From an optimization exercise on the open Yosys and OpenROAD flow, aimed at small area, a short achievable clock period and few clock cycles per item; shortcuts taken in it are not production practice. Function was checked by simulation only, so behaviour that the tests miss may differ from the original. Power figures rest on the tool's default switching activity, not on a simulated workload.

Setup of rev 12:
## attention_microkernel_engine
module attention_microkernel_engine #(
    parameter int unsigned XLEN      = 32,
    parameter int unsigned MAX_K     = 256,   
    parameter int unsigned WORD_ELEMS = 4     
) (
    input  logic                   clk_i,
    input  logic                   rst_ni,
    input  logic                   cfg_valid_i,
    input  logic [$clog2(MAX_K+1)-1:0] cfg_k_i,
    input  logic signed [15:0]      cfg_scale_i,
    input  logic [3:0]             cfg_shift_i,
    input  logic signed [31:0]      cfg_clip_min_i,
    input  logic signed [31:0]      cfg_clip_max_i,
    input  logic                   cfg_enable_scale_i,
    input  logic                   cfg_enable_clip_i,
    input  logic                   load_q_valid_i,
    input  logic [$clog2((MAX_K+WORD_ELEMS-1)/WORD_ELEMS)-1:0] load_q_idx_i,
    input  logic [31:0]            load_q_word_i,
    input  logic                   load_k_valid_i,
    input  logic [$clog2((MAX_K+WORD_ELEMS-1)/WORD_ELEMS)-1:0] load_k_idx_i,
    input  logic [31:0]            load_k_word_i,
    input  logic                   start_i,
    output logic                   busy_o,
    output logic                   done_o,
    output logic                   result_valid_o,
    output logic signed [31:0]      result_o
);
clock: 17.0 ns
lec_check: 0
abc_area: 1
cap_margin: 20
core_margin: 2
core_utilization: 40
slew_margin: 20
run.sh (not shown) runs the stock make flow with config.mk's settings and CLKGATE_MAP_FILE= SYNTH_SCRIPT=/design/flow/synth_recipe.tcl, a recipe that flattens the netlist after the stock synthesis.
Testbench counts of rev 12, summed over its fixed seeds: cycles 21,768, items 512.
Here is what was changed in the inputs of rev 13 compared with rev 12.
==> flow/flow/run.sh (new file) <==
#!/bin/bash
# The standard layout (the standard.sh), with two changes to how it is made:
# - ports are buffered with buf_4 cells instead of the cell buffer_ports picks;
# - repair_timing aims for 12 ns of setup slack (a 5 ns period) instead of 0,
#   so it sizes the paths that would set the achieved period.
# The clock period and all constraints are the design's.
set -euo pipefail
bash standard.sh \
  BUFFER_PORTS_ARGS="-buffer_cell sky130_fd_sc_hd__buf_4" \
  SETUP_SLACK_MARGIN=12 \
  finish > make_finish.log 2>&1
==> flow/standard.sh (new file) <==
#!/bin/bash
# synth_recipe.tcl (not shown) runs the flow's synth.tcl, then flattens the netlist and writes it again
# the make line also repeats each setting of config.mk as NAME=value (left out here)
make -C /OpenROAD-flow-scripts/flow DESIGN_CONFIG=/design/flow/config.mk WORK_HOME=/design/flow/orfs CLKGATE_MAP_FILE= SYNTH_SCRIPT=/design/flow/synth_recipe.tcl "${@:-finish}"
removed: flow/run.sh
==> comparison <==
Compared with rev 12, rev 13 shows a relative contribution of the clock network to total power that is 0.7 points lower. The wire length on met1 on rev 13 is in line with that on rev 12. [compare] base=rev 12 new=rev 13: total number of multi-input combinational cells was more or less identical, via count of the first global-routing pass went up about 0.33%, worst-skew pair later-pin latency neither gained nor lost much, utilization level, post-CTS setup repair buffer count increased 6. Between rev 13 and rev 12, the sequential share of layout area does not differ in any meaningful way. Run comparison: rev 13 critical path launch point cov_q[0]$_DFF_PN0_; rev 12 critical path launch point acc_s[1]$_DFF_PN0_.

* * *

Another version of the RTL of attention_microkernel_engine (not shown whole).
Size: ~18,000 cells after synthesis, ~4,800 flip-flops, about 210 I/O pins, about 190,000 um2 of cells after synthesis.
export LEC_CHECK = 0
export ABC_AREA = 1
export CAP_MARGIN = 20
export CORE_MARGIN = 2
export CORE_UTILIZATION = 40
export SLEW_MARGIN = 20
create_clock -name core_clock -period 17.0 [get_ports {clk_i}]
standard.sh (not shown) runs the stock make flow with config.mk's settings and CLKGATE_MAP_FILE= SYNTH_SCRIPT=/design/flow/synth_recipe.tcl, a recipe that flattens the netlist after the stock synthesis.
==> flow/flow/run.sh <==
#!/bin/bash
# The standard layout (the standard.sh), with two changes to how it is made:
# - ports are buffered with buf_4 cells instead of the cell buffer_ports picks;
# - repair_timing aims for 12.3 ns of setup slack (a 4.7 ns period) instead of 0,
#   so it sizes the paths that would set the achieved period.
# The clock period and all constraints are the design's.
set -euo pipefail
bash standard.sh \
  BUFFER_PORTS_ARGS="-buffer_cell sky130_fd_sc_hd__buf_4" \
  SETUP_SLACK_MARGIN=12.3 \
  finish > make_finish.log 2>&1
Testbench counts at the start, summed over its fixed seeds: cycles 21,256, items 512.
Then changed:
==> flow/flow/run.sh (replaced) <==
#!/bin/bash
# The standard layout (the standard.sh), with two changes to how it is made:
# - ports are buffered with buf_4 cells instead of the cell buffer_ports picks;
# - repair_timing aims for 12 ns of setup slack (a 5 ns period) instead of 0,
#   so it sizes the paths that would set the achieved period.
# The clock period and all constraints are the design's.
set -euo pipefail
bash standard.sh \
  BUFFER_PORTS_ARGS="-buffer_cell sky130_fd_sc_hd__buf_4" \
  SETUP_SLACK_MARGIN=12 \
  finish > make_finish.log 2>&1
Result: Routed wire length falls by 0.44%; utilization went down by 0.73 points; clock-buffer cell count shrinks by 11; worst setup slack gets better by 0.011 ns; via count falls by 0.69%; synthesized area does not change; sequential power is about the same; total power is higher by 0.75%.

## port drivers added, routing unchanged
Ports are ideal in the flow. The routed layouts listed here were re-timed in OpenROAD.
Step 1 sets driving cells, clkbuf_16 on the clock port and buf_2 on the other inputs (assumed; they add their load-dependent delay and slew).
Step 2 also shifts input and output timing later by t, the mid clock arrival at the registers, as if the neighbouring blocks saw the same clock.
Three values: no drivers, after step 1, after step 2; two values: the first two.
run | t (ns) | setup WS [ns] | cell pins on the clock port's net
rev 12 | 1.129 | 11.170 / 11.170 / 11.170 | 1
rev 13 | 1.138 | 11.960 / 11.877 / 11.854 | 1
the first run of note 2 | 1.145 | 11.920 / 11.841 / 10.871 | 1
the second run of note 2 | 1.148 | 11.931 / 11.861 / 10.713 | 1
After both steps setup and hold are still met in every run listed. The setup slack of the second run of note 2, which loses most, moves by -0.070 ns with the drivers and by -1.218 ns with both steps.
